Source: an optimization exercise on an open RTL-to-GDS flow (aim: small area). Production flows keep margins and buffers that such runs may drop.
Function was checked by simulation only, so behaviour that the tests miss may differ from the original.
Power figures rest on the tool's default switching activity, not on a simulated workload.

==> flow/design.v, too long to show whole: its modules and the start of the top module <==
// module conv_top: 1759 lines
// module cv_fa: 4 lines
// module cv_sel: 4 lines
// module cv_sel21: 3 lines
// module cv_sel2: 3 lines
// module cv_ha: 4 lines
module conv_top (
   input  logic         clk,
   input  logic         rst,
   input  logic [511:0] image,
   input  logic [71:0]  kernel,
   output logic [287:0] conv_out,
   output logic         layer_done_out
);
  // ...
==> flow/flow/run.sh <==
#!/bin/bash
# The standard layout (standard.sh, with the standard synthesis unchanged),
# with changes that only affect cell sizes:
#  - after synthesis, combinational cells that abc upsized are set back to
#    drive strength 1 (flow/downsize.tcl); the repair steps of the layout
#    upsize again where timing, slew or load need it;
#  - the port buffers that global placement inserts use buf_1;
#  - clock tree synthesis uses clkbuf_4/clkbuf_8 and adds no dummy loads.
# Each step's full output is in synth.log, downsize.log and layout.log here
# (and ORFS's per-step logs under orfs/logs).
set -e
export CTS_ARGS="-sink_clustering_enable -repair_clock_nets -dont_use_dummy_load -buf_list {sky130_fd_sc_hd__clkbuf_4 sky130_fd_sc_hd__clkbuf_8}"
export BUFFER_PORTS_ARGS="-buffer_cell sky130_fd_sc_hd__buf_1"
bash standard.sh synth > synth.log 2>&1
openroad -no_init -exit flow/downsize.tcl > downsize.log 2>&1
bash standard.sh > layout.log 2>&1
==> flow/flow/downsize.tcl <==
# Set combinational cells of the synthesized netlist to drive strength 1.
set odb orfs/results/sky130hd/conv_top/base/1_synth.odb
read_db $odb
set db [ord::get_db]
set block [ord::get_db_block]
set n 0
foreach inst [$block getInsts] {
   set m [$inst getMaster]
   set name [$m getName]
   if {[regexp {^(sky130_fd_sc_hd__([a-z0-9]+))_([0-9]+)$} $name -> base kind drive]} {
      if {$drive <= 1} continue
      if {[regexp {^(df|edf|sdf|dl|sdl|clk|conb|tap|fill|decap|diode|lpflow|probe)} $kind]} continue
      set new [$db findMaster ${base}_1]
      if {$new == "NULL" || $new == ""} continue
      $inst swapMaster $new
      incr n
   }
}
puts "downsized $n instances"
write_db $odb
==> flow/standard.sh <==
#!/bin/bash
# synth_recipe.tcl (not shown) runs the flow's synth.tcl, then flattens the netlist and writes it again
# the make line also repeats each setting of config.mk as NAME=value (left out here)
make -C /OpenROAD-flow-scripts/flow DESIGN_CONFIG=/design/flow/config.mk WORK_HOME=/design/flow/orfs CLKGATE_MAP_FILE= SYNTH_SCRIPT=/design/flow/synth_recipe.tcl "${@:-finish}"
==> flow/config.mk <==
export PLATFORM = sky130hd
export DESIGN_NAME = conv_top
export DESIGN_NICKNAME = conv_top
export VERILOG_FILES = /design/flow/design.v
export SDC_FILE = /design/flow/constraint.sdc
export NUM_CORES = 4
export LEC_CHECK = 0
export CAP_MARGIN = 20
export CORE_MARGIN = 2
export CORE_UTILIZATION = 30
export GPL_TIMING_DRIVEN = 0
export PLACE_DENSITY = 0.6
export SLEW_MARGIN = 20
export SYNTH_HIERARCHICAL = 1
export SYNTH_MINIMUM_KEEP_SIZE = 0
==> flow/constraint.sdc <==
create_clock -name core_clock -period 11.0 [get_ports {clk}]
set_input_delay 2.2000 -clock core_clock [delete_from_list [all_inputs] [get_ports {clk}]]
set_output_delay 2.2000 -clock core_clock [all_outputs]
set_load 0.01 [all_outputs]
==> results.cfg, run 1 <==
[outcome]
status = timing/DRC/antenna clean

[pwr]
sequentialPower_mw = 2.09
peakVddDrop_mv = 0.457
power.internal_mw = 5.01
pwr-share-clk = 0.100
top_power_group = combinational logic

[setup_path]
slowest_stage = or4_1
path_cells = buf_1, or4_1, nor4_4, nand2b_1, nor2_1, a221oi_2, fa_1, fa_1, fa_1, fa_1, fa_1, fa_1, fa_1, fa_1, fa_1, fa_1, fa_1, fa_1, fa_1, fa_1, ha_1, fa_1, fa_1, ha_1
r2r_slack_ps = 370
cp-end-kind = register

[worst_hold_path]
worstHoldStart = ring[229]$_DFF_P_

[clocking]
clk_path_buf_depth = 3
cts_tree = built
htree_levels = 2
clk_latency_ps = 660

[cells_and_area]
buffers_excl_clock = 922
inverters_excl_clock = 133
syn2layout_area_growth_pct = 27.5
stdcell_count = 3915

[drt]
dr.pass1.iters = 14
num_vias = 23892
wire_per_inst_um = 31.8
drt-initial-drc-count = 5816

[place]
io_buffers = 874

[global_routing]
grt_max_degree = 48

[floorplan]
die_h_um = 282

[synth]
synth.avg_cell_area_sq_um = 12.3

[sta]
period_share = 0.987
holdWs_ps = 288
==> run 2, diff against run 1 <==
--- a/flow/design.v
+++ b/flow/design.v
@@ -58,57 +58,60 @@
       assign pn[i][b] = ~(n0 & n1);
    end
 end
 always_ff @(posedge clk) begin
    p0 <= pn[0];
    p1 <= pn[1];
    p2 <= pn[2];
 end
-wire [7:0] w0 = {kernel[7] & (|kernel[0 +: 7]), kernel[0 +: 7]};
+logic [8:0] nz;
+always_ff @(posedge clk)
+   for (int n = 0; n < 9; n++) nz[n] <= |kernel[n*8 +: 6];
+wire [7:0] w0 = {kernel[7] & (kernel[6] | nz[0]), kernel[0 +: 7]};
 wire [2:0] e0_0 = {w0[1] & w0[0], w0[1] & ~w0[0], ~w0[1] & w0[0]};
 wire [2:0] e0_1 = {w0[3] & w0[2], w0[3] & ~w0[2], ~w0[3] & w0[2]};
 wire [2:0] e0_2 = {w0[5] & w0[4], w0[5] & ~w0[4], ~w0[5] & w0[4]};
 wire [2:0] e0_3 = {w0[7] & ~w0[6], w0[7] & w0[6], ~w0[7] & w0[6]};
-wire [7:0] w1 = {kernel[15] & (|kernel[8 +: 7]), kernel[8 +: 7]};
+wire [7:0] w1 = {kernel[15] & (kernel[14] | nz[1]), kernel[8 +: 7]};
 wire [2:0] e1_0 = {w1[1] & w1[0], w1[1] & ~w1[0], ~w1[1] & w1[0]};
 wire [2:0] e1_1 = {w1[3] & w1[2], w1[3] & ~w1[2], ~w1[3] & w1[2]};
 wire [2:0] e1_2 = {w1[5] & w1[4], w1[5] & ~w1[4], ~w1[5] & w1[4]};
 wire [2:0] e1_3 = {w1[7] & ~w1[6], w1[7] & w1[6], ~w1[7] & w1[6]};
-wire [7:0] w2 = {kernel[23] & (|kernel[16 +: 7]), kernel[16 +: 7]};
+wire [7:0] w2 = {kernel[23] & (kernel[22] | nz[2]), kernel[16 +: 7]};
 wire [2:0] e2_0 = {w2[1] & w2[0], w2[1] & ~w2[0], ~w2[1] & w2[0]};
 wire [2:0] e2_1 = {w2[3] & w2[2], w2[3] & ~w2[2], ~w2[3] & w2[2]};
 wire [2:0] e2_2 = {w2[5] & w2[4], w2[5] & ~w2[4], ~w2[5] & w2[4]};
 wire [2:0] e2_3 = {w2[7] & ~w2[6], w2[7] & w2[6], ~w2[7] & w2[6]};
-wire [7:0] w3 = {kernel[31] & (|kernel[24 +: 7]), kernel[24 +: 7]};
+wire [7:0] w3 = {kernel[31] & (kernel[30] | nz[3]), kernel[24 +: 7]};
 wire [2:0] e3_0 = {w3[1] & w3[0], w3[1] & ~w3[0], ~w3[1] & w3[0]};
 wire [2:0] e3_1 = {w3[3] & w3[2], w3[3] & ~w3[2], ~w3[3] & w3[2]};
 wire [2:0] e3_2 = {w3[5] & w3[4], w3[5] & ~w3[4], ~w3[5] & w3[4]};
 wire [2:0] e3_3 = {w3[7] & ~w3[6], w3[7] & w3[6], ~w3[7] & w3[6]};
-wire [7:0] w4 = {kernel[39] & (|kernel[32 +: 7]), kernel[32 +: 7]};
+wire [7:0] w4 = {kernel[39] & (kernel[38] | nz[4]), kernel[32 +: 7]};
 wire [2:0] e4_0 = {w4[1] & w4[0], w4[1] & ~w4[0], ~w4[1] & w4[0]};
 wire [2:0] e4_1 = {w4[3] & w4[2], w4[3] & ~w4[2], ~w4[3] & w4[2]};
 wire [2:0] e4_2 = {w4[5] & w4[4], w4[5] & ~w4[4], ~w4[5] & w4[4]};
 wire [2:0] e4_3 = {w4[7] & ~w4[6], w4[7] & w4[6], ~w4[7] & w4[6]};
-wire [7:0] w5 = {kernel[47] & (|kernel[40 +: 7]), kernel[40 +: 7]};
+wire [7:0] w5 = {kernel[47] & (kernel[46] | nz[5]), kernel[40 +: 7]};
 wire [2:0] e5_0 = {w5[1] & w5[0], w5[1] & ~w5[0], ~w5[1] & w5[0]};
 wire [2:0] e5_1 = {w5[3] & w5[2], w5[3] & ~w5[2], ~w5[3] & w5[2]};
 wire [2:0] e5_2 = {w5[5] & w5[4], w5[5] & ~w5[4], ~w5[5] & w5[4]};
 wire [2:0] e5_3 = {w5[7] & ~w5[6], w5[7] & w5[6], ~w5[7] & w5[6]};
-wire [7:0] w6 = {kernel[55] & (|kernel[48 +: 7]), kernel[48 +: 7]};
+wire [7:0] w6 = {kernel[55] & (kernel[54] | nz[6]), kernel[48 +: 7]};
 wire [2:0] e6_0 = {w6[1] & w6[0], w6[1] & ~w6[0], ~w6[1] & w6[0]};
 wire [2:0] e6_1 = {w6[3] & w6[2], w6[3] & ~w6[2], ~w6[3] & w6[2]};
 wire [2:0] e6_2 = {w6[5] & w6[4], w6[5] & ~w6[4], ~w6[5] & w6[4]};
 wire [2:0] e6_3 = {w6[7] & ~w6[6], w6[7] & w6[6], ~w6[7] & w6[6]};
-wire [7:0] w7 = {kernel[63] & (|kernel[56 +: 7]), kernel[56 +: 7]};
+wire [7:0] w7 = {kernel[63] & (kernel[62] | nz[7]), kernel[56 +: 7]};
 wire [2:0] e7_0 = {w7[1] & w7[0], w7[1] & ~w7[0], ~w7[1] & w7[0]};
 wire [2:0] e7_1 = {w7[3] & w7[2], w7[3] & ~w7[2], ~w7[3] & w7[2]};
 wire [2:0] e7_2 = {w7[5] & w7[4], w7[5] & ~w7[4], ~w7[5] & w7[4]};
 wire [2:0] e7_3 = {w7[7] & ~w7[6], w7[7] & w7[6], ~w7[7] & w7[6]};
-wire [7:0] w8 = {kernel[71] & (|kernel[64 +: 7]), kernel[64 +: 7]};
+wire [7:0] w8 = {kernel[71] & (kernel[70] | nz[8]), kernel[64 +: 7]};
 wire [2:0] e8_0 = {w8[1] & w8[0], w8[1] & ~w8[0], ~w8[1] & w8[0]};
 wire [2:0] e8_1 = {w8[3] & w8[2], w8[3] & ~w8[2], ~w8[3] & w8[2]};
 wire [2:0] e8_2 = {w8[5] & w8[4], w8[5] & ~w8[4], ~w8[5] & w8[4]};
 wire [2:0] e8_3 = {w8[7] & ~w8[6], w8[7] & w8[6], ~w8[7] & w8[6]};
 wire [7:0] p0n = ~p0;
 wire [9:0] p0x3 = {2'b00, p0} + {1'b0, p0, 1'b0};
 wire [7:0] p1n = ~p1;
 wire [9:0] p1x3 = {2'b00, p1} + {1'b0, p1, 1'b0};
==> run 2 against run 1 <==
  * Highest routed layer unchanged
  * Final cell count increased by 0.89%
  * Core utilization rose by 0.12 points
  * Critical path type is now reg2reg
  * Largest cell class unchanged
  * Clock power rose by 5.9%
  * Hold slack improved by 47 ps
  * Routed wire length up 1.1%
  * Still clean on timing, DRC and antenna
  * Sequential share of layout area is 0.42 points higher
  * Synthesized area up 1.3%
  * Final area is 0.97% higher
==> results.cfg, run 2 <==
[cells_and_area]
largest_register_ffs = 288
design_area_sq_um = 29900
largestRegisters = ring x288, s1 x19, s0 x18
final_nets = 3895
fin_util = 0.385
regMostFlops = ring
layout_common_cells = buf_1, a222oi_1, fa_1
stdcell_count = 3950
final_common_cell = buf_1
fillers = 7920
syn2layout_area_growth_pct = 27.0
drive_gt1_frac = 0.0653

[global_routing]
grt_max_degree = 50
overflow = 0
grtUsageTotal = 0.300
antenna_found_initial = 33
grt_pass1_vias = 24161
grt_pass1_wl_mm = 175

[clocking]
clk_path_buf_depth = 3
cts-buffers-inserted = 60
clk_latency_ps = 650
clock_sinks = 365
root_buffer = clkbuf_8
cts_tree = built
htree_levels = 2
clkTransAtPathRegs_ps = 60

[floorplan]
fp-row-count = 102
dieArea_sq_um = 80700
initial_core_util = 0.303
die_h_um = 284
io_pins = 875
die_w_um = 284
core_sq_um = 77600

[pwr]
power.leakage_nw = 10.6
power_density_nw_per_um2 = 301
peakVddDrop_mv = 0.369
power_mw = 9.01

[place]
place_area_sq_um = 28900
numPlacedInstances = 3874
gp_congestion = 0.976
io_buffers = 874
hpwl_mm = 102
post-place-ws_ps = -788

[setup_path]
cpPeakStageDelay_ps = 760
slowest_stage = xor2_2
crit_fanout = 32
critPathKind = reg2reg
cpMostUsedCell = fa_1
crit_arrival_ps = 11310
critPathRequiredTime_ps = 11560
startpoint_type = register
cp-end-kind = register

[sta]
clock_skew_ps = 49.7
worst_slew_pin_slew_ps = 1220
slew-limit-headroom = 0.184
hold_violations = 0
slew_violations = 0
max_freq_ghz = 0.0930
period_needed_ps = 10750
period_share = 0.978
post-route-worst-setup-slack_ps = 247
setup_viol = 0
rsz0062_at_grt = no

[drt]
drt-initial-drc-count = 6089
dr.pass1.iters = 13
ant_nets = 0
viasPerCell = 6.12
wl_mm = 126
num_vias = 24176
wire_per_inst_um = 31.8
remaining_drc_errors = 0

[synth]
syn_inst = 1911
synth.avg_cell_area_sq_um = 12.3
ys_warn_count = 7
syn-cell-area_sq_um = 23500
synthesis.nets = 2910

[outcome]
status = timing/DRC/antenna clean

[job]
drv_cap = 0

[worst_hold_path]
hp-class = reg2reg
## run 2: cell count changes in the layout (fill, tap and decap cells not counted), sizes merged, moves of 4 or more
cell,delta
a21o,-4
a21oi,-4
and3b,+7
buf,+9
dfxtp,+9
nand2,-13
nand2b,-12
nor2b,+12
o21a,+5
o21ai,+27
or4,-5
xnor2,+4
xor2,-5
## run 2: power breakdown
| part | total [mW] | switching [mW] | leakage [nW] | internal (mW) |
|---|---|---|---|---|
| clock network | 0.972 | 0.497 | 0.431 | 0.475 |
| registers | 2.13 | 0.296 | 3.05 | 1.83 |
| logic | 5.91 | 3.33 | 7.08 | 2.58 |
## run 2: worst max-delay path, delay by kind of cell (launching register included)
family          cells  cell delay (ps)
fa+ha+maj          19             7900
simple gates        1              270
compound gates      4             1000
xor+xnor            1              760
mux                 1              180
flops               1              540
## run 2: area by class of cell
class,instances,area [sq um],area share
Inverter,134,503,0.0168
Clock buffer,60,826,0.0276
Timing Repair Buffer,924,3860,0.129
Antenna cell,16,40.0,0.00134
Tap cell,1040,1300,0.0435
Buffer,7,36.3,0.00121
Multi-Input combinational cell,1404,15900,0.533
Sequential cell,365,7390,0.247
## run 2: through the flow
step | hold WS (ps) | TNS, ps
2_1_floorplan | 382 | 0
3_3_place_gp | 333 | -80250
3_5_place_dp | 335 | -16440
4_1_cts | 330 | 0
5_1_grt | 323 | 0
6_report | 335 | 0
## run 2: worst paths after layout
| kind | cells after the start | start | slack (ps) | to |
|---|---|---|---|---|
| max reg2reg | 26 | p0[0]$_DFF_P_ | 250 | ring[0]$_DFF_P_ |
| max | 26 | p0[0]$_DFF_P_ | 250 | ring[0]$_DFF_P_ |
| min | 0 | ring[3]$_DFF_P_ | 330 | ring[11]$_DFF_P_ |
| min in group asynchronous | 1 | rst | 1480 | tq[1]$_DFF_PN0_ |
| max in group asynchronous | 1 | rst | 9150 | async pin |
| min reg2reg | 0 | ring[3]$_DFF_P_ | 330 | ring[11]$_DFF_P_ |
## run 2: timing repair
action                                 4_1_cts  5_1_grt
setup endpoints to repair                   24       24
endpoints found under the hold margin        0        0
gates resized for setup                     20        9
hold buffers                                 0        0
buffers inserted                             0        0
## run 2: per-layer routing
metal	vias up	track usage	wire length (um)
met4	20	0.0932	4780
li1	9879	-	-
met2	2137	0.480	56800
met1	11853	0.379	47100
met3	287	0.107	16900
met5	-	0	270

==> what the ideal ports hide <==
How much do the figures lean on ideal ports? The routed layouts below were timed once more, with nothing changed but the port constraints.
Step 1 assumes that a clkbuf_16 drives the clock port and a buf_2 every other input.
Step 2 adds t to the input delays and takes it off the output delays; t is the mean of the earliest and latest rising clock arrival at the registers after step 1. Input paths then give back, and output paths get back, about the clock's delay inside the block.
Slacks: no drivers / after step 1 / after step 2; pairs: no drivers / after step 1.
run | t (ns) | setup slack, ns | hold WS [ns] | latest minus earliest clock arrival (ns) | worst data-port slew with drivers (ns)
run 1 | 0.650 | 0.145 / 0.169 / -0.481 | 0.288 / 0.288 / 0.288 | 0.117 / 0.117 | 0.27
run 2 | 0.685 | 0.247 / 0.247 / -0.352 | 0.335 / 0.335 / 0.335 | 0.051 / 0.051 | 0.27
With both steps, setup timing fails in run 1 and run 2, where it was met with ideal ports. The setup slack of run 1, which loses most, moves by +0.024 ns with the drivers and by -0.626 ns with both steps.
